What follows belongs to an exercise in optimizing a design on an open flow for small area; a production flow would make more cautious choices.
In this exercise RTL edits were held to simulation tests only and were not proved equivalent to the original.

==> design/flow/design.v <==
module lowpass_pwm_uart (
    input CLK,       
    input RST,       
    output B6,       
    output PMOD1,    
    output PMOD3,    
    output PMOD5,    
    output PMOD7,    
    output PMOD2,    
    output PMOD4,    
    output PMOD6,    
    output PMOD8     
);
    parameter CLK_FREQ = 12_000_000;
    parameter PWM_FREQ = 1000;
    parameter PWM_PERIOD = CLK_FREQ / PWM_FREQ;  
    parameter FILTER_ALPHA_SHIFT = 16;  
    reg [31:0] pwm_counter;  
    reg [7:0] duty_cycle;
    reg pwm_out;
    reg direction;
    always @(posedge CLK) begin
        if (RST) begin
            pwm_counter <= 0;
            duty_cycle <= 0;
            pwm_out <= 0;
            direction <= 0;
        end else begin
        if (pwm_counter < PWM_PERIOD - 1)
            pwm_counter <= pwm_counter + 1;
        else
            pwm_counter <= 0;
        pwm_out <= (pwm_counter < ((duty_cycle * PWM_PERIOD) >> 8));
        if (pwm_counter == 0) begin
            if (!direction) begin
                if (duty_cycle < 255) duty_cycle <= duty_cycle + 1;
                else direction <= 1;
            end else begin
                if (duty_cycle > 0) duty_cycle <= duty_cycle - 1;
                else direction <= 0;
            end
        end
        end
    end
    reg [23:0] filter_accum;
    always @(posedge CLK) begin
        if (RST)
            filter_accum <= 0;
        else
            filter_accum <= filter_accum - (filter_accum >> FILTER_ALPHA_SHIFT) + (pwm_out ? 8'd255 : 8'd0);
    end
    wire [7:0] filter_out = filter_accum >> FILTER_ALPHA_SHIFT;
    reg [31:0] led_pwm_counter;
    reg led_pwm_out;
    always @(posedge CLK) begin
        if (RST) begin
            led_pwm_counter <= 0;
            led_pwm_out <= 0;
        end else begin
        if (led_pwm_counter < PWM_PERIOD - 1)
            led_pwm_counter <= led_pwm_counter + 1;
        else
            led_pwm_counter <= 0;
        led_pwm_out <= (led_pwm_counter < ((filter_out * PWM_PERIOD) >> 8));
        end
    end
    assign B6 = led_pwm_out;
    reg [7:0] filter_sample;
    always @(posedge CLK) begin
        if (RST)
            filter_sample <= 0;
        else if (pwm_counter == 0)  
            filter_sample <= filter_out;
    end
    assign PMOD2 = (filter_sample >= 8'd32);    
    assign PMOD4 = (filter_sample >= 8'd64);    
    assign PMOD6 = (filter_sample >= 8'd96);    
    assign PMOD8 = (filter_sample >= 8'd128);   
    assign PMOD1 = (filter_sample >= 8'd160);   
    assign PMOD3 = (filter_sample >= 8'd192);   
    assign PMOD5 = (filter_sample >= 8'd224);   
    assign PMOD7 = (filter_sample >= 8'd255);   
endmodule
==> design/flow/run.sh <==
#!/bin/bash
# synth_recipe.tcl (not shown) runs the flow's synth.tcl, then flattens the netlist and writes it again
# the make line also repeats each setting of config.mk as NAME=value (left out here)
make -C /OpenROAD-flow-scripts/flow DESIGN_CONFIG=/design/flow/config.mk WORK_HOME=/design/flow/orfs CLKGATE_MAP_FILE= SYNTH_SCRIPT=/design/flow/synth_recipe.tcl finish
==> design/flow/config.mk <==
export PLATFORM = sky130hd
export DESIGN_NAME = lowpass_pwm_uart
export DESIGN_NICKNAME = lowpass_pwm_uart
export VERILOG_FILES = /design/flow/design.v
export SDC_FILE = /design/flow/constraint.sdc
export NUM_CORES = 4
export LEC_CHECK = 0
export CAP_MARGIN = 20
export CORE_MARGIN = 2
export CORE_UTILIZATION = 40
export SLEW_MARGIN = 20
==> design/flow/constraint.sdc <==
create_clock -name core_clock -period 10.0 [get_ports {CLK}]
set_input_delay 2.0000 -clock core_clock [delete_from_list [all_inputs] [get_ports {CLK}]]
set_output_delay 2.0000 -clock core_clock [all_outputs]
set_load 0.01 [all_outputs]
==> results of run 1 <==
==> synthesized netlist by cell type, types with 3 or more instances <==
library cell / count
inv_1: 164
ha_1: 140
nor2_1: 109
dfxtp_1: 107
fa_1: 59
a21oi_1: 47
nand2_1: 39
xor2_1: 39
xnor2_1: 29
a21o_1: 25
nand3_1: 19
nor3_1: 16
o21ai_1: 16
o21ai_0: 12
nand4_1: 10
nor4_1: 10
o21a_1: 10
mux2i_1: 9
and3_1: 8
nor2b_1: 8
clkbuf_1: 7
a211oi_1: 6
a31oi_1: 5
buf_2: 5
nand2b_1: 5
or3_1: 5
o211ai_1: 4
a211oi_2: 3
and2_1: 3
and4_1: 3
mux2_1: 3
o2111ai_1: 3
or2_2: 3
==> how the worst min path moves through the flow <==
stage | startpoint | to | slack, ns | cells past startpoint
after floorplan | led_pwm_counter[0]$_SDFF_PP0_ | led_pwm_counter[0]$_SDFF_PP0_ | 0.43 | 1
final | pwm_counter[0]$_SDFF_PP0_ | pwm_counter[0]$_SDFF_PP0_ | 0.49 | 1
after CTS | pwm_counter[0]$_SDFF_PP0_ | pwm_counter[0]$_SDFF_PP0_ | 0.49 | 1
after detailed placement | pwm_counter[0]$_SDFF_PP0_ | pwm_counter[0]$_SDFF_PP0_ | 0.47 | 1
after global routing | filter_sample[0]$_SDFFE_PP0P_ | filter_sample[0]$_SDFFE_PP0P_ | 0.52 | 2
after global placement | pwm_counter[0]$_SDFF_PP0_ | pwm_counter[0]$_SDFF_PP0_ | 0.46 | 1
==> metal layers <==
| metal | vias to the layer above | share of wire | global-route usage |
|---|---|---|---|
| met3 | 12 | 0.028 | 0.0271 |
| met1 | 2937 | 0.49 | 0.203 |
| met2 | 44 | 0.47 | 0.275 |
| met4 | 0 | 0.011 | 0.0383 |
| li1 | 3266 | - | - |
| met5 | - | 0 | 0 |
==> state kept, by name, summed over array words and instances (netlist names) <==
name and cells:
led_pwm_counter 32, pwm_counter 32, filter_accum 24, duty_cycle 8
filter_sample 8, direction 1, led_pwm_out 1, pwm_out 1
==> worst max-delay path: stages, from the launching register on <==
cell	delay, ns
dfxtp_1	0.54
fa_1	0.54
fa_1	0.57
inv_1	0.06
fa_1	0.51
fa_1	0.57
inv_1	0.05
ha_1	0.22
or2_2	0.33
o41ai_4	0.35
o21ai_1	0.13
a21oi_1	0.20
xor2_1	0.16
ha_1	0.26
nand4_1	0.11
nor2_1	0.06
a221oi_1	0.28
o211ai_1	0.13
a31oi_1	0.16
==> cells in the final DEF (no fill, tap or decap), drive strengths merged, types with 25 or more instances in the layout <==
cell type and instances:
a21o 25, a21oi 48, conb 36, dfxtp 107, fa 59, ha 140
inv 168, nand2 39, nor2 109, o21ai 29, xnor2 29, xor2 39
==> cell families after synthesis <==
| family | share of synthesized area |
|---|---|
| and+or+nand+nor | 0.128 |
| muxes | 0.0142 |
| buffers and inverters | 0.0771 |
| AOI/OAI and AO/OA | 0.128 |
| adders and majority gates | 0.337 |
| other | 0.000431 |
| DFF | 0.246 |
| xor gates and xnor gates | 0.0685 |
==> through the flow <==
stage          worst slack [ns]   util
6_report                   4.71  0.451
5_1_grt                    4.37  0.451
4_1_cts                    4.73  0.451
3_5_place_dp               4.75  0.436
3_3_place_gp               4.87  0.436
2_1_floorplan              5.09      -
==> layout make-up <==
type                    instances  area, sq um  share of cell area
well taps                     275          344              0.0361
inverters                     164          616              0.0646
repair buffers                 12          110              0.0116
clock inverters                 7         77.6             0.00814
flip-flops and latches        107         2140               0.225
clock buffers                   9          225              0.0236
multi-input cells             717         6020               0.631
==> summary.txt, run 1 <==
Startpoint Class flip-flop; R2R setup slack 4.71 ns; Synth area leaders dfxtp_1 25%, ha_1 20%, fa_1 14%, inv_1 7.1%, nor2_1 4.7%; area grow syn2layout 9.64%; ys flop type dfxtp_1; Initial Utilization 0.411; Die Y 151 microns; worst skew pair latency 0.36 ns; Synth async-reset ratio 0; status complete, no violations; post-synthesis register bit count 107; Post-synth EDFFs 0; design area 9530 sq um; DRC 0; worst slew pin tran 0.526 ns; CP Capture Type flip-flop; share of cells above drive strength 1 0.0335; critical path peak fanout 8; Post-CTS Setup Inserts 0; final wirelength 16200 microns; Detailed Place HPWL 13100 microns; CP required 10.29 ns; PortBufs 10; final non-filler cell total 1291; setup TNS 0 ns; post-DR wirelength/cell 12.6 microns; R2R cell count 18; Max-cap violations 0; cell accounting for the most synthesized area dfxtp_1; number of CTS-inserted buffers 9; post_cts resized 0; post-synthesis cell count 966; arrival time worst endpoint 5.58 ns; vias in the first global route 6404; Tightest Hold Check Type flip-flop to flip-flop; reg2reg end pwm_out$_SDFF_PP0_; TritonCTS clock tree done; total gr overflow 0; core area 21200 sq um; vias per cell 4.85; Post-Syn Area 8690 sq um; Final Hold Violating Endpoints 0; worst setup path end pwm_out$_SDFF_PP0_; DR iter-0 viols 218; number of fill cells in the layout 2068; initial antenna violation count 0; Tcrit/Tclk final 0.529; dpl cells 1275; die area 22900 sq um; Seq/Total Area, Yosys 0.246; GR Util All Layers 0.158; I/O pin count 11; number of synthesis warnings 1; clk slew on worst S/H paths 0.08 ns; Area after DPL 9230 sq um; chip width 151 microns; # diodes 0; TritonRoute pass-1 iters 4; CP Class flip-flop to flip-flop; worst relative slew slack 0.650; clock root cell clkbuf_16; clock skew 0.00625 ns; H-tree depth 3; reg-to-reg critical path startpoint duty_cycle[4]$_SDFFE_PP0P_; RSZ-0062 raised after global routing false; Final Wtd Congestion 0.808; first-pass GRT wire length 28900 microns; via count 6259; pin count of the biggest net entering global routing 47; Crit. Startpoint duty_cycle[4]$_SDFFE_PP0P_; Final setup viols 0; # hold bufs at CTS 0; Clock Path Buffers 2; Syn Area/Cell 9.00 sq um; ANT nets after route 0; Hold WS 0.486 ns; Site Rows 53; clk sinks 107; area share of the largest cell type after synthesis 0.246; post-route minimum period 5.29 ns; Netlist cell types 59; FMAX 189 MHz; fin nets 1212; max-slew violation count 0
==> run 2: changes to the inputs <==
==> design/flow/design.v (replaced) <==
module lowpass_pwm_uart (
    input CLK,
    input RST,
    output B6,
    output PMOD1,
    output PMOD3,
    output PMOD5,
    output PMOD7,
    output PMOD2,
    output PMOD4,
    output PMOD6,
    output PMOD8
);
    reg [7:0] K;
    reg [5:0] r;
    reg z;             
    reg [8:0] u;
    reg p;
    reg [23:0] a;
    reg b6;
    reg [2:0] s3;
    reg sf;
    wire rw = r[5] & r[3] & r[2] & r[1];    
    wire [7:0] d = u[7:0] ^ {8{u[8]}};
    wire [7:0] f = a[23:16];
    wire [6:0] rc;
    wire [5:0] r1;
    assign rc[0] = 1'b1;
    wire [8:0] kc;
    wire [7:0] k1;
    assign kc[0] = rw;
    wire [9:0] uc;
    wire [8:0] u1;
    assign uc[0] = z;
    wire [8:0] ltd, ltf;
    assign ltd[0] = 1'b0;
    assign ltf[0] = 1'b0;
    wire [24:0] ac;
    wire [23:0] a1;
    wire [23:0] ab = {{16{~p}}, ~f};
    assign ac[0] = ~p;
    genvar i;
    generate
        for (i = 0; i < 6; i = i + 1) begin : g_r
            assign r1[i] = r[i] ^ rc[i];
            assign rc[i+1] = r[i] & rc[i];
        end
        for (i = 0; i < 8; i = i + 1) begin : g_k
            assign k1[i] = K[i] ^ kc[i];
            assign kc[i+1] = K[i] & kc[i];
            assign ltd[i+1] = (~K[i] & d[i]) | (~(K[i] ^ d[i]) & ltd[i]);
            assign ltf[i+1] = (~K[i] & f[i]) | (~(K[i] ^ f[i]) & ltf[i]);
        end
        for (i = 0; i < 9; i = i + 1) begin : g_u
            assign u1[i] = u[i] ^ uc[i];
            assign uc[i+1] = u[i] & uc[i];
        end
        for (i = 0; i < 24; i = i + 1) begin : g_a
            assign a1[i] = a[i] ^ ab[i] ^ ac[i];
            assign ac[i+1] = (a[i] & ab[i]) | (ac[i] & (a[i] ^ ab[i]));
        end
    endgenerate
    always @(posedge CLK) begin
        if (RST) begin
            K <= 8'd0;
            r <= 6'd1;
            z <= 1'b1;
            u <= 9'd0;
            p <= 1'b0;
            a <= 24'd0;
            b6 <= 1'b0;
            s3 <= 3'd0;
            sf <= 1'b0;
        end else begin
            r <= rw ? {5'd0, &K[2:0]} : r1;
            K <= k1;
            z <= kc[8];
            u <= u1;
            if (z) begin
                s3 <= f[7:5];
                sf <= &f;
            end
            p <= ltd[8];
            a <= a1;
            b6 <= ltf[8];
        end
    end
    assign B6 = b6;
    assign PMOD2 = |s3;
    assign PMOD4 = s3[2] | s3[1];
    assign PMOD6 = s3[2] | (s3[1] & s3[0]);
    assign PMOD8 = s3[2];
    assign PMOD1 = s3[2] & (s3[1] | s3[0]);
    assign PMOD3 = s3[2] & s3[1];
    assign PMOD5 = &s3;
    assign PMOD7 = sf;
endmodule
==> run 2 against run 1 <==
Against the previous run:
- highest routed layer unchanged
- count of clock-buffer cells in the layout fell by 4
- cell count fell by 74%
- cell area fell by 69%
- maximum frequency fell by 45%
- largest cell class unchanged
- core utilization rose by 1.1 points
- register-to-register slack got worse by 4.3 ns
- worst setup slack got worse by 4.3 ns
- die area fell by 68%
- clock skew rose by 0.0043 ns
==> summary.txt, run 2 <==
Worst path slowest cell fa_1; Clock Path Buffers 2 (unchanged); Die Y 86.3 microns (-43%); worst skew pair latency 0.31 ns (-0.05 ns); share of cells above drive strength 1 0.0728 (+0.0393); DR iter-0 viols 65 (-70%); Initial Utilization 0.419 (+0.00820); ys flop type dfxtp_1; post-synthesis register bit count 54 (-50%); arrival time worst endpoint 9.79 ns (+4.21 ns); Biggest register a; post-synthesis cell count 249 (-74%); Post-synth EDFFs 0 (unchanged); worst hold stages 1 (unchanged); via count 1578 (-75%); worst relative slew slack 0.406 (-0.243); Final Wtd Congestion 0.726 (-10%); total gr overflow 0 (unchanged); area grow syn2layout 10.1%; Detailed Place HPWL 2980 microns (-77%); RSZ-0062 raised after global routing false; fin nets 319 (-74%); max FFs per register 24; clk sinks 54 (-50%); post_cts resized 0 (unchanged); # hold bufs at CTS 0 (unchanged); FMAX 104 MHz (-45%); Tcrit/Tclk final 0.962 (+0.433); number of synthesis warnings 1 (unchanged); Tightest Hold Check Type flip-flop to flip-flop; R2R cell count 27 (+9); CP peak stage delay 0.46 ns (-0.11 ns); DRC 0 (unchanged); critical path peak fanout 1 (-7); synth cell count leaders 54 x dfxtp_1, 34 x ha_1, 33 x inv_1; Startpoint Class flip-flop; area share of the largest cell type after synthesis 0.399 (+0.153); TritonRoute pass-1 iters 4 (unchanged); commonest non-fill, non-tap cell in the layout dfxtp_1; Final setup viols 0 (unchanged); chip width 86.3 microns (-43%); initial antenna violation count 0 (unchanged); Post-CTS Setup Inserts 0 (unchanged); PortBufs 10 (unchanged); number of CTS-inserted buffers 5 (-4); Site Rows 29 (-45%); largest registers a x24, u x9, K x8; setup TNS 0 ns (unchanged); GR Util All Layers 0.128 (-0.0300); clock root cell clkbuf_8; clk slew on worst S/H paths 0.11 ns (+0.03 ns); Levels on crit path 27 (+9); commonest non-fill, non-tap cells in the layout 54 x dfxtp_1, 34 x ha_1, 33 x inv_1, 30 x nor2_1; CP Class flip-flop to flip-flop; clock skew 0.0106 ns (+0.00433 ns); status complete, no violations; Netlist cell types 31 (-47%); Synth async-reset ratio 0 (unchanged); post-route minimum period 9.62 ns (+4.33 ns); worst slew pin tran 0.891 ns (+0.365 ns); post-DR wirelength/cell 11.8 microns (-5.8%); final wirelength 4000 microns (-75%); pin count of the biggest net entering global routing 51 (+8.5%); die area 7440 sq um (-68%); Synth area leaders dfxtp_1 40%, fa_1 17%, ha_1 16%, inv_1 4.6%, nor2_1 4.2%; H-tree depth 2 (-1); core area 6460 sq um (-69%); Max-cap violations 0 (unchanged); CP required 10.17 ns (-0.12 ns); Seq/Total Area, Yosys 0.399 (+0.153); Syn Area/Cell 10.9 sq um (+21%); vias in the first global route 1604 (-75%); max-slew violation count 0 (unchanged); most used cell, CP fa_1; crit path buf inv count 1 (-1); cell accounting for the most synthesized area dfxtp_1; # diodes 0 (unchanged); TritonCTS clock tree done; Post-Syn Area 2710 sq um (-69%); ANT nets after route 0 (unchanged); vias per cell 4.67 (-3.7%); Top delay family on crit path adder cells; CP Capture Type flip-flop; Final Hold Violating Endpoints 0 (unchanged); first-pass GRT wire length 7440 microns (-74%); top-count cell post-synth dfxtp_1; I/O pin count 11 (unchanged)
==> run 2: layer usage <==
metal	routed length (microns)	track usage	vias to the layer above	share of wire
met4	65	0.0426	0	0.016
li1	-	-	813	-
met1	2110	0.179	741	0.53
met5	0	0	-	0
met3	126	0.0343	6	0.031
met2	1700	0.192	18	0.42
==> run 2: kinds of logic (layout without fill, tap and decap cells) <==
| group | count (synthesis) | after routing | synth area share |
|---|---|---|---|
| XOR/XNOR | 12 | 12 | 0.0388 |
| buffers and inverters | 40 | 52 | 0.0591 |
| adder cells (fa/ha/maj) | 57 | 57 | 0.327 |
| AND/OR/NAND/NOR | 66 | 66 | 0.123 |
| flip-flops | 54 | 54 | 0.399 |
| AO/OA/AOI/OAI | 17 | 17 | 0.0411 |
| multiplexers | 3 | 3 | 0.0111 |
==> run 2: final timing paths <==
kind,startpoint,to,slack [ns]
worst max-delay path,a[0]$_SDFF_PP0_,a[23]$_SDFF_PP0_,0.38
worst min-delay path,r[0]$_SDFF_PP1_,r[0]$_SDFF_PP1_,0.50
worst max register to register,a[0]$_SDFF_PP0_,a[23]$_SDFF_PP0_,0.38
worst min register to register,r[0]$_SDFF_PP1_,r[0]$_SDFF_PP1_,0.50
==> run 2: layout make-up <==
| type | instances | area, sq um |
|---|---|---|
| fill | 611 | 3480 |
| multi-input combinational | 155 | 1480 |
| sequential | 54 | 1080 |
| inverter | 33 | 124 |
| timing repair buffer | 11 | 103 |
| tap | 77 | 96.3 |
| clock buffer | 5 | 68.8 |
| clock inverter | 3 | 23.8 |
==> run 2: per-stage QoR <==
stage | area (sq um) | util | setup WS [ns] | hold WS (ns) | cells
finish | 2980 | 0.461 | 0.378 | 0.499 | 338
CTS | 2960 | 0.459 | 0.0587 | 0.505 | 338
global route | 2980 | 0.461 | 0.0239 | 0.518 | 338
detailed placement | 2870 | 0.444 | 0.0896 | 0.481 | 330
global placement | 2870 | 0.444 | 0.290 | 0.468 | 330
floorplan | 2710 | - | 0.0376 | 0.455 | 249
==> run 3: changes to the inputs <==
==> design/flow/design.v (replaced) <==
module lowpass_pwm_uart (
    input CLK,
    input RST,
    output B6,
    output PMOD1,
    output PMOD3,
    output PMOD5,
    output PMOD7,
    output PMOD2,
    output PMOD4,
    output PMOD6,
    output PMOD8
);
    reg [7:0] K;
    reg [5:0] r;
    reg z;             
    reg [8:0] u;
    reg np;            
    reg [15:0] lo;     
    reg [7:0] nh;      
    reg b6;
    reg [2:0] ns3;     
    reg sf;            
    wire rw = r[5] & r[3] & r[2] & r[1];    
    wire [7:0] nd = ~(u[7:0] ^ {8{u[8]}});   
    wire [6:0] rc;
    wire [5:0] r1;
    assign rc[0] = 1'b1;
    wire [8:0] kc;
    wire [7:0] k1;
    assign kc[0] = rw;
    wire [9:0] uc;
    wire [8:0] u1;
    assign uc[0] = z;
    wire [8:0] n, m;
    assign n[0] = 1'b1;
    assign m[0] = 1'b1;
    wire [16:0] ac;
    wire [15:0] lo1;
    wire [15:0] ab = {{8{np}}, nh};
    assign ac[0] = np;
    wire [8:0] hc;
    wire [7:0] nh1;
    assign hc[0] = ~ac[16];
    genvar i;
    generate
        for (i = 0; i < 6; i = i + 1) begin : g_r
            assign r1[i] = r[i] ^ rc[i];
            assign rc[i+1] = r[i] & rc[i];
        end
        for (i = 0; i < 8; i = i + 1) begin : g_k
            assign k1[i] = K[i] ^ kc[i];
            assign kc[i+1] = K[i] & kc[i];
            assign n[i+1] = (K[i] & nd[i]) | (K[i] & n[i]) | (nd[i] & n[i]);
            assign m[i+1] = (K[i] & nh[i]) | (K[i] & m[i]) | (nh[i] & m[i]);
            assign nh1[i] = nh[i] ^ ~np ^ hc[i];
            assign hc[i+1] = (nh[i] & ~np) | (hc[i] & (nh[i] ^ ~np));
        end
        for (i = 0; i < 9; i = i + 1) begin : g_u
            assign u1[i] = u[i] ^ uc[i];
            assign uc[i+1] = u[i] & uc[i];
        end
        for (i = 0; i < 16; i = i + 1) begin : g_a
            assign lo1[i] = lo[i] ^ ab[i] ^ ac[i];
            assign ac[i+1] = (lo[i] & ab[i]) | (ac[i] & (lo[i] ^ ab[i]));
        end
    endgenerate
    always @(posedge CLK) begin
        if (RST) begin
            K <= 8'd0;
            r <= 6'd1;
            z <= 1'b1;
            u <= 9'd0;
            np <= 1'b1;
            lo <= 16'd0;
            nh <= 8'hff;
            b6 <= 1'b0;
            ns3 <= 3'b111;
            sf <= 1'b0;
        end else begin
            r <= rw ? {5'd0, &K[2:0]} : r1;
            K <= k1;
            z <= kc[8];
            u <= u1;
            if (z) begin
                ns3 <= nh[7:5];
                sf <= ~|nh;
            end
            np <= n[8];
            lo <= lo1;
            nh <= nh1;
            b6 <= ~m[8];
        end
    end
    assign B6 = b6;
    assign PMOD2 = ~&ns3;
    assign PMOD4 = ~(ns3[2] & ns3[1]);
    assign PMOD6 = ~(ns3[2] & (ns3[1] | ns3[0]));
    assign PMOD8 = ~ns3[2];
    assign PMOD1 = ~(ns3[2] | (ns3[1] & ns3[0]));
    assign PMOD3 = ~(ns3[2] | ns3[1]);
    assign PMOD5 = ~|ns3;
    assign PMOD7 = sf;
endmodule
==> run 3 against run 2 <==
Against the previous run:
- still clean
- via count down 3.0%
- cell count down 5.6%
- core utilization down 0.84 points
==> summary.txt, run 3 <==
GR Util All Layers 0.124 (-0.00354); worst slew pin tran 0.623 ns (-0.268 ns); synth cell count leaders 54 x dfxtp_1, 32 x nor2b_1, 23 x fa_1; area grow syn2layout 10.0% (about the same); share of cells above drive strength 1 0.0785 (+0.00572); Biggest register lo; post-synthesis register bit count 54 (unchanged); # hold bufs at CTS 0 (unchanged); Post-synth EDFFs 0 (unchanged); Post-CTS Setup Inserts 0 (unchanged); Die Y 84.6 microns (-1.9%); status complete, no violations; clock skew 0.0108 ns (+0.000184 ns); reg-to-reg critical path startpoint np$_SDFF_PP1_; post_cts resized 0 (unchanged); Syn Area/Cell 11.3 sq um (+3.5%); TritonCTS clock tree done; final wirelength 3820 microns (-4.7%); R2R setup slack 0.36 ns (-0.02 ns); Detailed Place HPWL 2730 microns (-8.3%); initial antenna violation count 0 (unchanged); I/O pin count 11 (unchanged); Synth area leaders dfxtp_1 42%, fa_1 18%, ha_1 9.6%, nor2b_1 7.7%, xnor2_1 3.4%; worst relative slew slack 0.584 (+0.178); max-slew violation count 0 (unchanged); DRC 0 (unchanged); first-pass GRT wire length 7170 microns (-3.6%); core area 6310 sq um (-2.2%); fin nets 287 (-10%); worst setup path end nh[7]$_SDFF_PP1_; clk sinks 54 (unchanged); Clock Path Buffers 2 (unchanged); post-DR wirelength/cell 12.0 microns (+1.0%); Final Wtd Congestion 0.714 (-1.6%); critical path peak fanout 2 (+1); number of fill cells in the layout 611 (unchanged); largest registers lo x16, u x9; Synth async-reset ratio 0 (unchanged); Tcrit/Tclk final 0.964 (+0.00219); PortBufs 10 (unchanged); # diodes 0 (unchanged); CP required 10.18 ns (about the same); R2R cell count 26 (-3.7%); chip width 84.6 microns (-1.9%); clk slew on worst S/H paths 0.09 ns (-0.02 ns); commonest non-fill, non-tap cells in the layout 53 x dfxtp_1, 32 x nor2b_1, 20 x ha_1, 19 x fa_1, 15 x nand2_1; pin count of the biggest net entering global routing 41 (-20%); via count 1531 (-3.0%); Max-cap violations 0 (unchanged); Final Hold Violating Endpoints 0 (unchanged); TritonRoute pass-1 iters 4 (unchanged); vias in the first global route 1534 (-4.4%); commonest non-fill, non-tap cell in the layout dfxtp_1; ANT nets after route 0 (unchanged); worst skew pair latency 0.30 ns (about the same); vias per cell 4.80 (+2.8%); area share of the largest cell type after synthesis 0.416 (+0.0165); die area 7160 sq um (-3.8%); CP Capture Type flip-flop; post-synthesis cell count 231 (-7.2%); setup TNS 0 ns (unchanged); top-count cell post-synth dfxtp_1; FMAX 104 MHz (-0.23%); ys flop type dfxtp_1; DR iter-0 viols 59 (-9.2%); Tightest Hold Check Type flip-flop to flip-flop; cell accounting for the most synthesized area dfxtp_1; CP Class flip-flop to flip-flop; max FFs per register 16 (-33%); number of synthesis warnings 1 (unchanged); H-tree depth 2 (unchanged); clock root cell clkbuf_8; reg2reg end nh[7]$_SDFF_PP1_; Initial Utilization 0.412 (-0.00741); post-route minimum period 9.64 ns (+0.0219 ns); total gr overflow 0 (unchanged); Netlist cell types 35 (+13%); Crit. Startpoint np$_SDFF_PP1_; Site Rows 29 (unchanged); Seq/Total Area, Yosys 0.416 (+0.0165); Final setup viols 0 (unchanged); arrival time worst endpoint 9.83 ns (+0.04 ns); Post-Syn Area 2600 sq um (-4.0%); HP Start sf$_SDFFE_PP0P_; Startpoint Class flip-flop; RSZ-0062 raised after global routing false; number of CTS-inserted buffers 5 (unchanged)
==> run 3: changes by cell type in the layout (fill, tap and decap cells not counted), moves of 4 or more <==
cell and change:
o22ai_1 +5, nor2_1 -21, ha_1 -14, nand2_1 +13
xnor2_1 +7, nor2b_1 +16, inv_1 -21, xor2_1 -8
nand3_1 +4
==> run 3: area by class of cell <==
type / instances / area (sq um) / share of cell area
well taps: 77 / 96.3 / 0.0337
repair buffers: 13 / 123 / 0.0429
flip-flops and latches: 54 / 1080 / 0.378
inverters: 12 / 45.0 / 0.0157
clock inverters: 1 / 7.51 / 0.00262
multi-input cells: 156 / 1430 / 0.501
clock buffers: 6 / 72.6 / 0.0254
==> run 3: cell families after synthesis <==
| logic type | Yosys count | share of synthesized area |
|---|---|---|
| xor+xnor | 12 | 0.0433 |
| simple gates | 74 | 0.153 |
| fa+ha+maj | 45 | 0.282 |
| compound gates | 23 | 0.0621 |
| mux | 2 | 0.00770 |
| flops | 54 | 0.416 |
| buf+inv | 21 | 0.0366 |
==> run 3: stage by stage <==
stage               std cells  instance area, sq um   util  hold slack [ns]  setup slack, ns
finish                    319                  2860  0.453            0.479            0.356
global route              319                  2860  0.453            0.489           0.0372
CTS                       319                  2850  0.451            0.481            0.141
detailed placement        312                  2770  0.439            0.468            0.186
global placement          312                  2770  0.439            0.456            0.273
floorplan                 231                  2600      -            0.455            0.190
==> run 3: worst min path at each step <==
| stage | to | slack [ns] | cells after the start |
|---|---|---|---|
| 2_1_floorplan | r[0]$_SDFF_PP1_ | 0.45 | 1 |
| 3_5_place_dp | sf$_SDFFE_PP0P_ | 0.47 | 2 |
| 6_report | sf$_SDFFE_PP0P_ | 0.48 | 2 |
| 4_1_cts | sf$_SDFFE_PP0P_ | 0.48 | 2 |
| 3_3_place_gp | sf$_SDFFE_PP0P_ | 0.46 | 2 |
| 5_1_grt | sf$_SDFFE_PP0P_ | 0.49 | 2 |
==> run 3: worst max-delay path, stage by stage (launching register included) <==
cell and delay, ns:
dfxtp_2 0.34, fa_1 0.43, fa_1 0.39, fa_1 0.40, fa_2 0.35, fa_1 0.38
fa_1 0.39, fa_1 0.39, fa_1 0.38, fa_1 0.38, fa_1 0.38, fa_1 0.39
fa_1 0.38, fa_1 0.39, fa_2 0.36, fa_2 0.35, fa_1 0.40, fa_1 0.40
fa_2 0.36, fa_1 0.39, fa_1 0.39, fa_1 0.39, fa_1 0.39, fa_1 0.38
xor2_1 0.16, xnor2_1 0.14, nand2_1 0.06
==> run 3: routing by layer <==
metal  up-vias  routed length [microns]  track usage
li1        784                        -            -
met1       714                     1940        0.173
met5         -                        0            0
met3         5                      105       0.0275
met2        28                     1710        0.192
met4         0                       61       0.0433
==> run 4: changes to the inputs <==
==> design/flow/design.v (replaced) <==
module lowpass_pwm_uart (
    input CLK,
    input RST,
    output B6,
    output PMOD1,
    output PMOD3,
    output PMOD5,
    output PMOD7,
    output PMOD2,
    output PMOD4,
    output PMOD6,
    output PMOD8
);
    reg [7:0] K;
    reg [5:0] r;
    reg z;             
    reg [8:0] u;
    reg p;
    reg [7:0] lo;      
    reg [7:0] nm;      
    reg [7:0] nh;      
    reg b6;
    reg [2:0] ns3;     
    reg sf;            
    wire k7 = &K[2:0];
    wire kz = ~|K[2:0];
    wire rw = r[0] & ~r[1] & r[3] & ~r[5];    
    wire [7:0] nd = ~(u[7:0] ^ {8{u[8]}});   
    wire [8:0] kc;
    wire [7:0] k1;
    assign kc[0] = rw;
    wire [9:0] uc;
    wire [8:0] u1;
    assign uc[0] = z;
    wire [8:0] n, m;
    assign n[0] = 1'b1;
    assign m[0] = 1'b1;
    wire [8:0] ac;
    wire [7:0] lo1;
    assign ac[0] = np;
    wire np = ~p;
    wire [16:0] hc;
    wire [15:0] nx = {nh, nm};
    wire [15:0] nx1;
    assign hc[0] = ~ac[8];
    genvar i;
    generate
        for (i = 0; i < 8; i = i + 1) begin : g_k
            assign k1[i] = K[i] ^ kc[i];
            assign kc[i+1] = K[i] & kc[i];
            assign n[i+1] = (K[i] & nd[i]) | (K[i] & n[i]) | (nd[i] & n[i]);
            assign m[i+1] = (K[i] & nh[i]) | (K[i] & m[i]) | (nh[i] & m[i]);
            assign lo1[i] = lo[i] ^ nh[i] ^ ac[i];
            assign ac[i+1] = (lo[i] & nh[i]) | (ac[i] & (lo[i] ^ nh[i]));
        end
        for (i = 0; i < 9; i = i + 1) begin : g_u
            assign u1[i] = u[i] ^ uc[i];
            assign uc[i+1] = u[i] & uc[i];
        end
        for (i = 0; i < 16; i = i + 1) begin : g_a
            assign nx1[i] = nx[i] ^ p ^ hc[i];
            assign hc[i+1] = (nx[i] & p) | (hc[i] & (nx[i] ^ p));
        end
    endgenerate
    always @(posedge CLK) begin
        if (RST) begin
            K <= 8'd0;
            r <= 6'd53;
            z <= 1'b1;
            u <= 9'd0;
            p <= 1'b0;
            lo <= 8'd0;
            nm <= 8'hff;
            nh <= 8'hff;
            b6 <= 1'b0;
            ns3 <= 3'b111;
            sf <= 1'b0;
        end else begin
            r <= rw ? {k7, 1'b1, ~k7, k7, ~k7, k7} : {r[4:0], r[5] ^ r[4]};
            K <= k1;
            z <= kc[8];
            u <= u1;
            if (z) begin
                ns3 <= nh[7:5];
                sf <= ~|nh;
            end
            p <= ~n[8];
            lo <= lo1;
            {nh, nm} <= nx1;
            b6 <= ~m[8];
        end
    end
    assign B6 = b6;
    assign PMOD2 = ~&ns3;
    assign PMOD4 = ~(ns3[2] & ns3[1]);
    assign PMOD6 = ~(ns3[2] & (ns3[1] | ns3[0]));
    assign PMOD8 = ~ns3[2];
    assign PMOD1 = ~(ns3[2] | (ns3[1] & ns3[0]));
    assign PMOD3 = ~(ns3[2] | ns3[1]);
    assign PMOD5 = ~|ns3;
    assign PMOD7 = sf;
endmodule
==> design/flow/flow/run.sh (new file) <==
#!/bin/bash
set -euo pipefail
bash standard.sh \
  "BUFFER_PORTS_ARGS=-buffer_cell sky130_fd_sc_hd__buf_1" \
  "CTS_ARGS=-sink_clustering_enable -repair_clock_nets -dont_use_dummy_load" \
  finish > standard.log 2>&1
==> design/flow/standard.sh (new file) <==
#!/bin/bash
# synth_recipe.tcl (not shown) runs the flow's synth.tcl, then flattens the netlist and writes it again
# the make line also repeats each setting of config.mk as NAME=value (left out here)
make -C /OpenROAD-flow-scripts/flow DESIGN_CONFIG=/design/flow/config.mk WORK_HOME=/design/flow/orfs CLKGATE_MAP_FILE= SYNTH_SCRIPT=/design/flow/synth_recipe.tcl "${@:-finish}"
removed: design/flow/run.sh
==> run 4 against run 3 <==
Against the previous run:
- cell count shrank 5.6%
- die area down 3.0%
- critical endpoint unchanged
- largest cell class unchanged
- via count decreased by 6.9%
- worst setup slack gained 0.97 ns
- maximum frequency is 11% higher
==> summary.txt, run 4 <==
Post-synth EDFFs 0 (unchanged); post-synthesis register bit count 54 (unchanged); Seq/Total Area, Yosys 0.429 (+0.0134); clk sinks 54 (unchanged); post-synthesis cell count 217 (-6.1%); status complete, no violations; Clock Path Buffers 2 (unchanged); Tcrit/Tclk final 0.867 (-0.0973); number of CTS-inserted buffers 5 (unchanged); worst relative slew slack 0.372 (-0.212); Startpoint Class flip-flop; Final setup viols 0 (unchanged); DR iter-0 viols 61 (+3.4%); synth cell count leaders 54 x dfxtp_1, 23 x fa_1, 23 x nor2b_1; post-synthesis share of cell area spent on full adders, half adders and majority gates 0.262 (-0.0192); DRC 0 (unchanged); initial antenna violation count 0 (unchanged); CP Capture Type flip-flop; clock root cell clkbuf_8; clk slew on worst S/H paths 0.09 ns (about the same); CP Class flip-flop to flip-flop; number of fill cells in the layout 571 (-6.5%); setup TNS 0 ns (unchanged); RSZ-0062 raised after global routing false; Max-cap violations 0 (unchanged); Final Wtd Congestion 0.686 (-4.0%); worst slew pin tran 0.941 ns (+0.319 ns); post_cts resized 0 (unchanged); FMAX 115 MHz (+11%); Detailed Place HPWL 2630 microns (-3.7%); Site Rows 28 (-3.4%); H-tree depth 2 (unchanged); commonest non-fill, non-tap cells in the layout 54 x dfxtp_1, 23 x nor2b_1, 23 x fa_1, 17 x or2_2, 16 x ha_1; Initial Utilization 0.420 (+0.00861); clock skew 0.0172 ns (+0.00638 ns); total gr overflow 0 (unchanged); worst skew pair latency 0.30 ns (about the same); top-count cell post-synth dfxtp_1; Post-CTS Setup Inserts 0 (unchanged); final wirelength 3750 microns (-1.8%); I/O pin count 11 (unchanged); Synth Area in XOR/XNOR 0.0447 (+0.00140); CP required 10.20 ns (+0.02 ns); ANT nets after route 0 (unchanged); Compound-Gate Fraction of Synth Area 0.0745 (+0.0124); fin nets 269 (-6.3%); Netlist cell types 33 (-5.7%); arrival time worst endpoint 8.87 ns (-0.96 ns); ys flop type dfxtp_1; Die Y 83.4 microns (-1.5%); TritonCTS clock tree done; Synth Area in Simple Gates 0.157 (+0.00444); first-pass GRT wire length 6670 microns (-6.9%); Post-Syn Area 2520 sq um (-3.1%); final non-filler cell total 301 (-5.6%); chip width 83.4 microns (-1.5%); vias in the first global route 1360 (-11%); Syn Area/Cell 11.6 sq um (+3.1%); largest family of logic cells by synthesized area adder cells; Synth async-reset ratio 0 (unchanged); TritonRoute pass-1 iters 4 (unchanged); via count 1426 (-6.9%); share of cells above drive strength 1 0.119 (+0.0410); PortBufs 10 (unchanged); area share of the largest cell type after synthesis 0.429 (+0.0134); number of synthesis warnings 1 (unchanged); die area 6950 sq um (-3.0%); GR Util All Layers 0.122 (-0.00246); max-slew violation count 0 (unchanged); core area 5990 sq um (-5.1%); pin count of the biggest net entering global routing 51 (+24%); post-DR wirelength/cell 12.4 microns (+4.1%); dpl cells 296 (-5.1%); max FFs per register 9 (-7); multiplexer area fraction after synthesis 0.00795 (+0.000249); # hold bufs at CTS 0 (unchanged); post-route minimum period 8.67 ns (-0.973 ns); Final Hold Violating Endpoints 0 (unchanged); vias per cell 4.74 (-1.3%); Tightest Hold Check Type flip-flop to flip-flop; Biggest register u; Hold WS 0.451 ns (-0.0283 ns); cell accounting for the most synthesized area dfxtp_1; commonest non-fill, non-tap cell in the layout dfxtp_1; area grow syn2layout 6.95%; # diodes 0 (unchanged); Synth area leaders dfxtp_1 43%, fa_1 18%, ha_1 7.9%, nor2b_1 5.7%, or2_2 4.2%; critical path peak fanout 5 (+3)
==> run 4: per-layer routing <==
metal,track usage,part of all wire,vias to the layer above
met5,0,0,-
met4,0.0537,0.018,0
met3,0.0338,0.046,7
met2,0.165,0.40,23
met1,0.179,0.53,656
li1,-,-,740
==> run 4: metrics by stage <==
step	instance area (sq um)	worst slack, ns	utilization
2_1_floorplan	2520	1.35	-
3_5_place_dp	2630	1.36	0.438
3_3_place_gp	2630	1.36	0.438
4_1_cts	2690	1.32	0.450
5_1_grt	2690	0.989	0.450
6_report	2690	1.33	0.450
==> run 4: final timing paths <==
kind                                        from               end  slack, ns  depth (start not counted)
worst max-delay path            nh[0]$_SDFF_PP1_  nh[7]$_SDFF_PP1_       1.33                         27
worst min-delay path             r[1]$_SDFF_PP0_   r[2]$_SDFF_PP1_       0.45                          1
worst max register to register  nh[0]$_SDFF_PP1_  nh[7]$_SDFF_PP1_       1.33                         27
worst min register to register   r[1]$_SDFF_PP0_   r[2]$_SDFF_PP1_       0.45                          1
==> run 4: cell families after synthesis <==
kind of cell | after synthesis
buf+inv | 14
xor+xnor | 12
simple gates | 69
mux | 2
flops | 54
fa+ha+maj | 39
compound gates | 27
==> run 4: cell type report <==
type	count	area, sq um	share of cell area
Multi-Input combinational cell	149	1380	0.511
Sequential cell	54	1080	0.401
Tap cell	75	93.8	0.0348
Timing Repair Buffer	11	46.3	0.0172
Clock buffer	5	68.8	0.0255
Inverter	7	26.3	0.00975
==> run 4: worst max-delay path: stages (launching register included) <==
cell and delay, ns:
dfxtp_1 0.46, fa_1 0.25, fa_1 0.19, fa_1 0.18
fa_1 0.18, fa_1 0.22, fa_1 0.20, fa_1 0.16
inv_1 0.05, fa_1 0.37, fa_1 0.39, fa_1 0.39
fa_1 0.38, fa_1 0.40, fa_1 0.40, fa_1 0.39
fa_1 0.39, fa_1 0.42, fa_1 0.40, fa_1 0.39
fa_1 0.39, fa_1 0.39, fa_1 0.39, fa_1 0.39
fa_1 0.39, xnor2_1 0.22, xnor2_1 0.14, nand2_1 0.06
==> run 5: changes to the inputs <==
==> design/flow/run.sh (new file) <==
#!/bin/bash
# synth_recipe.tcl (not shown) runs the flow's synth.tcl, then flattens the netlist and writes it again
# the make line also repeats each setting of config.mk as NAME=value (left out here)
make -C /OpenROAD-flow-scripts/flow DESIGN_CONFIG=/design/flow/config.mk WORK_HOME=/design/flow/orfs CLKGATE_MAP_FILE= SYNTH_SCRIPT=/design/flow/synth_recipe.tcl finish
removed: design/flow/flow/run.sh
removed: design/flow/standard.sh
==> run 5 against run 4 <==
Against the previous run:
- worst setup slack better by 0.083 ns
- critical path depth unchanged
- register-to-register slack better by 0.08 ns
- sequential share of layout area down 1.6 points
- count of clock-buffer cells in the layout up 1
- core utilization up 1.8 points
- largest cell class unchanged
- highest routed layer unchanged
==> summary.txt, run 5 <==
Synth async-reset ratio 0 (unchanged); synth cell count leaders 54 x dfxtp_1, 23 x fa_1, 23 x nor2b_1; TritonCTS clock tree done; area share of the largest cell type after synthesis 0.429 (unchanged); initial antenna violation count 0 (unchanged); number of fill cells in the layout 548 (-4.0%); Tightest Hold Check Type flip-flop to flip-flop; I/O pin count 11 (unchanged); Final setup viols 0 (unchanged); # hold bufs at CTS 0 (unchanged); GR Util All Layers 0.122 (+0.000738); worst relative slew slack 0.651 (+0.279); TritonRoute pass-1 iters 4 (unchanged); vias in the first global route 1360 (unchanged); clock skew 0.00739 ns (-0.00976 ns); CP Capture Type flip-flop; Startpoint Class flip-flop; final wirelength 3810 microns (+1.6%); Seq/Total Area, Yosys 0.429 (unchanged); Detailed Place HPWL 2670 microns (+1.6%); DR iter-0 viols 63 (+3.3%); Clock Path Buffers 2 (unchanged); die area 6950 sq um (unchanged); Final Hold Violating Endpoints 0 (unchanged); CP required 10.21 ns (about the same); Max-cap violations 0 (unchanged); post-route minimum period 8.59 ns (-0.0829 ns); max-slew violation count 0 (unchanged); post-DR wirelength/cell 12.5 microns (+0.24%); critical path peak fanout 5 (unchanged); Syn Area/Cell 11.6 sq um (unchanged); Placement Setup Slack 1.39 ns (+0.0311 ns); Post-CTS Setup Inserts 0 (unchanged); post-synthesis register bit count 54 (unchanged); clk slew on worst S/H paths 0.10 ns (about the same); number of synthesis warnings 1 (unchanged); vias per cell 4.75 (+0.35%); core area 5990 sq um (unchanged); commonest non-fill, non-tap cells in the layout 54 x dfxtp_1, 23 x nor2b_1, 23 x fa_1, 17 x or2_2, 16 x ha_1; Site Rows 28 (unchanged); via count 1450 (+1.7%); RSZ-0062 raised after global routing false; ys flop type dfxtp_1; Initial Utilization 0.420 (unchanged); clock root cell clkbuf_8; worst setup margin 1.41 ns (+0.0829 ns); FMAX 116 MHz (+0.97%); H-tree depth 2 (unchanged); total gr overflow 0 (unchanged); # diodes 0 (unchanged); area of the multi-input gates 1380 sq um (unchanged); PortBufs 10 (unchanged); Synth area leaders dfxtp_1 43%, fa_1 18%, ha_1 7.9%, nor2b_1 5.7%, or2_2 4.2%; post_cts resized 0 (unchanged); share of cells above drive strength 1 0.126 (+0.00662); Final Wtd Congestion 0.752 (+9.6%); ANT nets after route 0 (unchanged); Hold WS 0.454 ns (+0.00366 ns); Post-synth EDFFs 0 (unchanged); arrival time worst endpoint 8.80 ns (-0.07 ns); worst slew pin tran 0.522 ns (-0.419 ns); Netlist cell types 33 (unchanged); area grow syn2layout 11.3%; max FFs per register 9 (unchanged); final non-filler cell total 305 (+1.3%); setup TNS 0 ns (unchanged); post-synthesis cell count 217 (unchanged); clk sinks 54 (unchanged); register area 1080 sq um (unchanged); fin nets 270 (+0.37%); Die Y 83.4 microns (unchanged); worst skew pair latency 0.30 ns (about the same); chip width 83.4 microns (unchanged); CP Class flip-flop to flip-flop; number of CTS-inserted buffers 5 (unchanged); commonest non-fill, non-tap cell in the layout dfxtp_1; cell accounting for the most synthesized area dfxtp_1; status complete, no violations; dpl cells 297 (+0.34%); Tcrit/Tclk final 0.859 (-0.00829); DRC 0 (unchanged); pin count of the biggest net entering global routing 51 (unchanged); Biggest register u; top-count cell post-synth dfxtp_1; Post-Syn Area 2520 sq um (unchanged); first-pass GRT wire length 6880 microns (+3.1%)
==> run 5: logic make-up (layout without fill, tap and decap cells) <==
group	after synthesis	after routing	synth area share
muxes	2	2	0.00795
DFF	54	54	0.429
buffers and inverters	14	27	0.0238
and+or+nand+nor	69	69	0.157
adders and majority gates	39	39	0.262
xor gates and xnor gates	12	12	0.0447
AOI/OAI and AO/OA	27	27	0.0745
==> run 5: critical path, cell delays in order (launching register included) <==
cell and delay (ns):
dfxtp_1 0.47, fa_1 0.23, fa_1 0.18, fa_1 0.18, fa_1 0.19, fa_1 0.18
fa_1 0.18, fa_1 0.16, inv_1 0.05, fa_1 0.37, fa_1 0.39, fa_1 0.38
fa_1 0.38, fa_1 0.39, fa_1 0.38, fa_1 0.39, fa_1 0.39, fa_1 0.42
fa_1 0.39, fa_1 0.38, fa_1 0.38, fa_1 0.39, fa_1 0.41, fa_1 0.40
fa_1 0.39, xnor2_1 0.23, xnor2_1 0.15, nand2_1 0.06
==> run 5: area by class of cell <==
| class | instances | share of cell area |
|---|---|---|
| multi-input cells | 149 | 0.491 |
| flip-flops and latches | 54 | 0.386 |
| repair buffers | 12 | 0.0411 |
| well taps | 75 | 0.0335 |
| clock buffers | 6 | 0.0259 |
| clock inverters | 2 | 0.0134 |
| inverters | 7 | 0.00937 |
==> run 5: layer usage <==
metal  up-vias  track usage  part of all wire
met5         -            0                 0
met4         0       0.0402             0.011
met3         4       0.0298             0.038
met2        23        0.159              0.40
met1       677        0.194              0.55
li1        746            -                 -
==> run 5: metrics by stage <==
stage	instance area (sq um)	utilization
final	2800	0.468
after global placement	2690	0.450
after floorplan	2520	-
after CTS	2800	0.468
after global routing	2800	0.468
after detailed placement	2690	0.450
==> run 5: final timing paths <==
check	cells after the start	endpoint	startpoint	slack, ns
setup reg to reg	27	nh[7]$_SDFF_PP1_	nh[0]$_SDFF_PP1_	1.41
setup / recovery	27	nh[7]$_SDFF_PP1_	nh[0]$_SDFF_PP1_	1.41
hold / removal	1	r[2]$_SDFF_PP1_	r[1]$_SDFF_PP0_	0.45
hold reg to reg	1	r[2]$_SDFF_PP1_	r[1]$_SDFF_PP0_	0.45
==> run 6: changes to the inputs <==
--- a/design/flow/design.v
+++ b/design/flow/design.v
@@ -24,7 +24,7 @@
     reg sf;            
     wire k7 = &K[2:0];
     wire kz = ~|K[2:0];
-    wire rw = r[0] & ~r[1] & r[3] & ~r[5];    
+    wire rw = r[0] & r[1] & r[3] & r[5];    
     wire [7:0] nd = ~(u[7:0] ^ {8{u[8]}});   
     wire [8:0] kc;
     wire [7:0] k1;
@@ -65,7 +65,7 @@
     always @(posedge CLK) begin
         if (RST) begin
             K <= 8'd0;
-            r <= 6'd53;
+            r <= 6'd56;
             z <= 1'b1;
             u <= 9'd0;
             p <= 1'b0;
@@ -76,7 +76,7 @@
             ns3 <= 3'b111;
             sf <= 1'b0;
         end else begin
-            r <= rw ? {k7, 1'b1, ~k7, k7, ~k7, k7} : {r[4:0], r[5] ^ r[4]};
+            r <= rw ? {1'b1, 1'b1, 1'b1, ~k7, 1'b0, 1'b0} : {r[4:0], r[5] ^ r[4]};
             K <= k1;
             z <= kc[8];
             u <= u1;
==> run 6 against run 5 <==
Against the previous run:
- critical endpoint unchanged
- non-clock buffer count is the same
- still clean on timing, DRC and antenna
- register-to-register slack got worse by 0.17 ns
- largest cell class unchanged
- hold slack got worse by 0.030 ns
- wire length is 3.1% higher
- cell area is 2.0% higher
- die area is 2.9% higher
- highest routed layer unchanged
==> summary.txt, run 6 <==
status complete, no violations; Tcrit/Tclk final 0.876 (+0.0171); ANT nets after route 0 (unchanged); number of synthesis warnings 1 (unchanged); vias per cell 4.90 (+3.0%); # diodes 0 (unchanged); # hold bufs at CTS 0 (unchanged); R2R cell count 29 (+7.4%); Post-Syn Area 2590 sq um (+3.0%); clk slew on worst S/H paths 0.10 ns (about the same); Detailed Place HPWL 2850 microns (+6.7%); Post-synth EDFFs 0 (unchanged); ys flop type dfxtp_1; I/O pin count 11 (unchanged); clk sinks 54 (unchanged); top-count cell post-synth dfxtp_1; Post-CTS Setup Inserts 0 (unchanged); Synth area leaders dfxtp_1 42%, fa_1 18%, ha_1 7.7%, nor2b_1 5.5%, or2_2 4.1%; Clock Path Buffers 2 (unchanged); CP required 10.20 ns (about the same); Synth async-reset ratio 0 (unchanged); core area 6310 sq um (+5.4%); R2R setup slack 1.24 ns (-0.17 ns); Netlist cell types 41 (+24%); worst slew pin tran 0.633 ns (+0.111 ns); CP Capture Type flip-flop; clock skew 0.00676 ns (-0.000630 ns); commonest non-fill, non-tap cell in the layout dfxtp_1; pin count of the biggest net entering global routing 53 (+3.9%); post-DR wirelength/cell 12.4 microns (-0.49%); synth cell count leaders 54 x dfxtp_1, 23 x fa_1, 23 x nor2b_1; FMAX 114 MHz (-1.9%); CP Class flip-flop to flip-flop; commonest non-fill, non-tap cells in the layout 54 x dfxtp_1, 23 x nor2b_1, 23 x fa_1, 17 x or2_2, 16 x ha_1; RSZ-0062 raised after global routing false; Biggest register u; share of cells above drive strength 1 0.126 (-0.000564); post-route minimum period 8.76 ns (+0.171 ns); Final Wtd Congestion 0.756 (+0.60%); reg2reg end nh[7]$_SDFF_PP1_; TritonRoute pass-1 iters 4 (unchanged); arrival time worst endpoint 8.96 ns (+0.16 ns); Startpoint Class flip-flop; DRC 0 (unchanged); vias in the first global route 1588 (+17%); max-slew violation count 0 (unchanged); post-synthesis register bit count 54 (unchanged); area grow syn2layout 10.2%; total gr overflow 0 (unchanged); PortBufs 10 (unchanged); area share of the largest cell type after synthesis 0.417 (-0.0126); CP peak stage delay 0.42 ns (-0.05 ns); initial antenna violation count 0 (unchanged); clock root cell clkbuf_8; TritonCTS clock tree done; Initial Utilization 0.411 (-0.00941); final wirelength 3920 microns (+3.1%); reg-to-reg critical path startpoint p$_SDFF_PP0_; Seq/Total Area, Yosys 0.417 (-0.0126); DR iter-0 viols 52 (-17%); Max-cap violations 0 (unchanged); setup TNS 0 ns (unchanged); worst skew pair latency 0.31 ns (about the same); max FFs per register 9 (unchanged); die area 7150 sq um (+2.9%); GR Util All Layers 0.125 (+0.00296); first-pass GRT wire length 7160 microns (+4.1%); Syn Area/Cell 11.4 sq um (-1.9%); number of CTS-inserted buffers 5 (unchanged); Site Rows 29 (+3.6%); cell accounting for the most synthesized area dfxtp_1; via count 1548 (+6.8%); most used cell, CP fa_1; fin nets 279 (+3.3%); Worst path slowest cell fa_1; Die Y 84.5 microns (+1.4%); post_cts resized 0 (unchanged); Hold Path End r[3]$_SDFF_PP1_; HP Start r[2]$_SDFF_PP0_; Hold WS 0.424 ns (-0.0305 ns); Tightest Hold Check Type flip-flop to flip-flop; critical path peak fanout 17 (+12); chip width 84.5 microns (+1.4%); H-tree depth 2 (unchanged); Placement Setup Slack 1.21 ns (-0.188 ns); worst setup margin 1.24 ns (-0.171 ns); Final setup viols 0 (unchanged); post-synthesis cell count 228 (+5.1%); worst relative slew slack 0.577 (-0.0740); Final Hold Violating Endpoints 0 (unchanged); worst hold stages 1 (unchanged)
-- run 6: metal layers --
metal / vias up / share of wire / GRT usage
met3: 9 / 0.034 / 0.0265
li1: 787 / - / -
met4: 0 / 0.028 / 0.0620
met5: - / 0 / 0
met1: 723 / 0.50 / 0.169
met2: 29 / 0.44 / 0.192
-- run 6: cell type report --
type	instances	area, sq um
flip-flops and latches	54	1080
repair buffers	12	115
inverters	7	26.3
clock inverters	2	37.5
clock buffers	6	72.6
multi-input cells	158	1430
fillers	601	3450
well taps	77	96.3
-- run 6: worst max path at each step --
stage	start	endpoint	depth (start not counted)
final	p$_SDFF_PP0_	nh[7]$_SDFF_PP1_	29
after CTS	p$_SDFF_PP0_	nh[7]$_SDFF_PP1_	29
after floorplan	p$_SDFF_PP0_	nh[7]$_SDFF_PP1_	28
after global placement	p$_SDFF_PP0_	nh[7]$_SDFF_PP1_	29
after global routing	p$_SDFF_PP0_	nh[7]$_SDFF_PP1_	29
after detailed placement	p$_SDFF_PP0_	nh[7]$_SDFF_PP1_	29
-- run 6: kinds of logic after synthesis --
family / Yosys count / share of synthesized area
AND/OR/NAND/NOR: 78 / 0.172
flip-flops: 54 / 0.417
adder cells (fa/ha/maj): 39 / 0.255
AO/OA/AOI/OAI: 27 / 0.0767
buffers and inverters: 16 / 0.0323
XOR/XNOR: 12 / 0.0405
multiplexers: 2 / 0.00771
-- run 6: metrics by stage --
step	area, sq um	cells	utilization
after floorplan	2590	228	-
after global placement	2750	308	0.435
after detailed placement	2750	308	0.435
after CTS	2860	316	0.453
after global routing	2860	316	0.453
final	2860	316	0.453
-- run 6: worst max-delay path, delay by kind of cell (launching register included) --
kind                     cells  cell delay, ns
XOR/XNOR                     2            0.32
AND/OR/NAND/NOR              1            0.06
buffers and inverters        3            0.40
flip-flops                   1            0.31
adder cells (fa/ha/maj)     23            7.55
==> run 7: changes to the inputs <==
--- a/design/flow/config.mk
+++ b/design/flow/config.mk
@@ -8,4 +8,5 @@
 export CAP_MARGIN = 20
 export CORE_MARGIN = 2
 export CORE_UTILIZATION = 40
+export GPL_TIMING_DRIVEN = 0
 export SLEW_MARGIN = 20
==> run 7 against run 6 <==
Against the previous run:
- still clean on timing, DRC and antenna
- cell area grew 1.8%
- die area is the same
- hold slack got worse by 0.0018 ns
- sequential cell count is the same
- critical path type unchanged
==> summary.txt, run 7 <==
number of CTS-inserted buffers 5 (unchanged); crit path buf inv count 2 (-1); post-route minimum period 8.88 ns (+0.119 ns); Seq/Total Area, Yosys 0.417 (unchanged); Final setup viols 0 (unchanged); TritonRoute pass-1 iters 4 (unchanged); max FFs per register 9 (unchanged); Post-Route Utilization 0.461 (+0.00793); clk sinks 54 (unchanged); setup TNS 0 ns (unchanged); GR Util All Layers 0.138 (+0.0121); number of synthesis warnings 1 (unchanged); Biggest register u; Top delay family on crit path adder cells; Site Rows 29 (unchanged); fin nets 286 (+2.5%); PortBufs 10 (unchanged); post_cts resized 0 (unchanged); first-pass GRT wire length 7730 microns (+7.9%); Max-cap violations 0 (unchanged); post-synthesis cell count 228 (unchanged); Die Y 84.5 microns (unchanged); most used cell, CP fa_1; Final Hold Violating Endpoints 0 (unchanged); status complete, no violations; R2R setup slack 1.12 ns (-0.12 ns); final wirelength 4330 microns (+10%); CP required 10.21 ns (about the same); FMAX 113 MHz (-1.3%); worst relative slew slack 0.583 (+0.00515); post-DR wirelength/cell 13.4 microns (+7.9%); commonest non-fill, non-tap cell in the layout dfxtp_1; Initial Utilization 0.411 (unchanged); max-slew violation count 0 (unchanged); DRC 0 (unchanged); critical path peak fanout 17 (unchanged); reg-to-reg critical path startpoint p$_SDFF_PP0_; Syn Area/Cell 11.4 sq um (unchanged); Synth async-reset ratio 0 (unchanged); DR iter-0 viols 78 (+50%); CP Capture Type flip-flop; via count 1616 (+4.4%); # diodes 0 (unchanged); clock skew 0.0157 ns (+0.00896 ns); share of cells above drive strength 1 0.130 (+0.00456); worst hold stages 1 (unchanged); I/O pin count 11 (unchanged); Placement Setup Slack 1.12 ns (-0.0859 ns); ANT nets after route 0 (unchanged); vias per cell 5.00 (+2.1%); H-tree depth 2 (unchanged); clk slew on worst S/H paths 0.11 ns (about the same); register area 1080 sq um (+0.12%); top-count cell post-synth dfxtp_1; cell accounting for the most synthesized area dfxtp_1; Final Wtd Congestion 0.714 (-5.6%); area of the multi-input gates 1430 sq um (unchanged); worst skew pair latency 0.31 ns (about the same); Detailed Place HPWL 3160 microns (+11%); HP Start r[2]$_SDFF_PP0_; Hold WS 0.422 ns (-0.00178 ns); R2R cell count 28 (-3.4%); number of fill cells in the layout 607 (+1.0%); dpl cells 315 (+2.3%); # hold bufs at CTS 0 (unchanged); area grow syn2layout 12.1%; Levels on crit path 28 (-3.4%); TritonCTS clock tree done; Tightest Hold Check Type flip-flop to flip-flop; worst slew pin tran 0.626 ns (-0.00686 ns); RSZ-0062 raised after global routing false; Post-Syn Area 2590 sq um (unchanged); total gr overflow 0 (unchanged); arrival time worst endpoint 9.09 ns (+0.13 ns); initial antenna violation count 0 (unchanged); worst setup margin 1.12 ns (-0.119 ns); vias in the first global route 1593 (+0.31%); ys flop type dfxtp_1; synth cell count leaders 54 x dfxtp_1, 23 x fa_1, 23 x nor2b_1; CP Class flip-flop to flip-flop; Post-synth EDFFs 0 (unchanged); Worst path slowest cell dfxtp_2; pin count of the biggest net entering global routing 19 (-64%); Tcrit/Tclk final 0.888 (+0.0119); core area 6310 sq um (unchanged); Post-CTS Setup Inserts 0 (unchanged); CP peak stage delay 0.53 ns (+0.11 ns); final non-filler cell total 323 (+2.2%); commonest non-fill, non-tap cells in the layout 53 x dfxtp_1, 23 x nor2b_1, 23 x fa_1, 17 x or2_2, 16 x ha_1; post-synthesis register bit count 54 (unchanged); Synth area leaders dfxtp_1 42%, fa_1 18%, ha_1 7.7%, nor2b_1 5.5%, or2_2 4.1%; reg2reg end nh[7]$_SDFF_PP1_; area share of the largest cell type after synthesis 0.417 (unchanged); Startpoint Class flip-flop; chip width 84.5 microns (unchanged); Netlist cell types 41 (unchanged); die area 7150 sq um (unchanged); Hold Path End r[3]$_SDFF_PP1_; clock root cell clkbuf_8; Clock Path Buffers 2 (unchanged)
==> run 7: cell counts after synthesis <==
Identical to the previous run, type by type.
==> run 7: routing by layer <==
metal  GRT usage  share of wire  up-vias
met5           0              0        -
met4      0.0505          0.016        0
met3      0.0423          0.031        5
met2       0.196           0.43       23
met1       0.197           0.52      787
li1            -              -      801
==> run 7: worst max path at each step <==
| stage | from | end | slack (ns) |
|---|---|---|---|
| 5_1_grt | p$_SDFF_PP0_ | nh[7]$_SDFF_PP1_ | 0.74 |
| 2_1_floorplan | p$_SDFF_PP0_ | nh[7]$_SDFF_PP1_ | 1.35 |
| 3_3_place_gp | p$_SDFF_PP0_ | nh[7]$_SDFF_PP1_ | 0.83 |
| 3_5_place_dp | p$_SDFF_PP0_ | nh[7]$_SDFF_PP1_ | 1.12 |
| 6_report | p$_SDFF_PP0_ | nh[7]$_SDFF_PP1_ | 1.12 |
| 4_1_cts | p$_SDFF_PP0_ | nh[7]$_SDFF_PP1_ | 1.07 |
==> run 7: stage by stage <==
step | instance area, sq um
after floorplan | 2590
after global placement | 2790
after detailed placement | 2790
after CTS | 2910
after global routing | 2910
final | 2910
==> run 7: cell type report <==
class	instances	area share
multi-input combinational	158	0.492
buffer	9	0.0198
tap	77	0.0331
sequential	54	0.372
timing repair buffer	10	0.0344
clock buffer	5	0.0237
inverter	7	0.00903
clock inverter	3	0.0163
==> run 7: logic make-up after synthesis <==
family          Yosys count  share of synthesized area
xor+xnor                 12                     0.0405
buf+inv                  16                     0.0323
simple gates             78                      0.172
flops                    54                      0.417
mux                       2                    0.00771
fa+ha+maj                39                      0.255
compound gates           27                     0.0767

[what the ideal ports hide]
Ports are ideal in the flow. The routed layouts listed here were re-timed in OpenROAD. Step 1, drivers: a clkbuf_16 drives CLK and a buf_2 each remaining input, both assumed. Step 2 moves the port delays by t, midway between the first and last clock arrival at a register: inputs arrive t later, outputs are due t later. That takes back most of the time a late clock gives input paths. Slacks: ideal / step 1 / step 2; pairs: ideal / step 1.
| run | t (ns) | slack for setup (ns) | latest minus earliest clock arrival (ns) |
|---|---|---|---|
| run 1 | 0.403 | 4.711 / 4.711 / 4.711 | 0.007 / 0.007 |
| run 2 | 0.336 | 0.378 / 0.378 / 0.378 | 0.012 / 0.011 |
| run 3 | 0.325 | 0.356 / 0.356 / 0.356 | 0.012 / 0.011 |
| run 4 | 0.326 | 1.329 / 1.329 / 1.329 | 0.018 / 0.017 |
| run 5 | 0.330 | 1.412 / 1.412 / 1.412 | 0.012 / 0.011 |
| run 6 | 0.333 | 1.241 / 1.241 / 1.241 | 0.007 / 0.008 |
| run 7 | 0.329 | 1.122 / 1.122 / 1.122 | 0.016 / 0.016 |
After both steps every run listed still meets setup and hold.
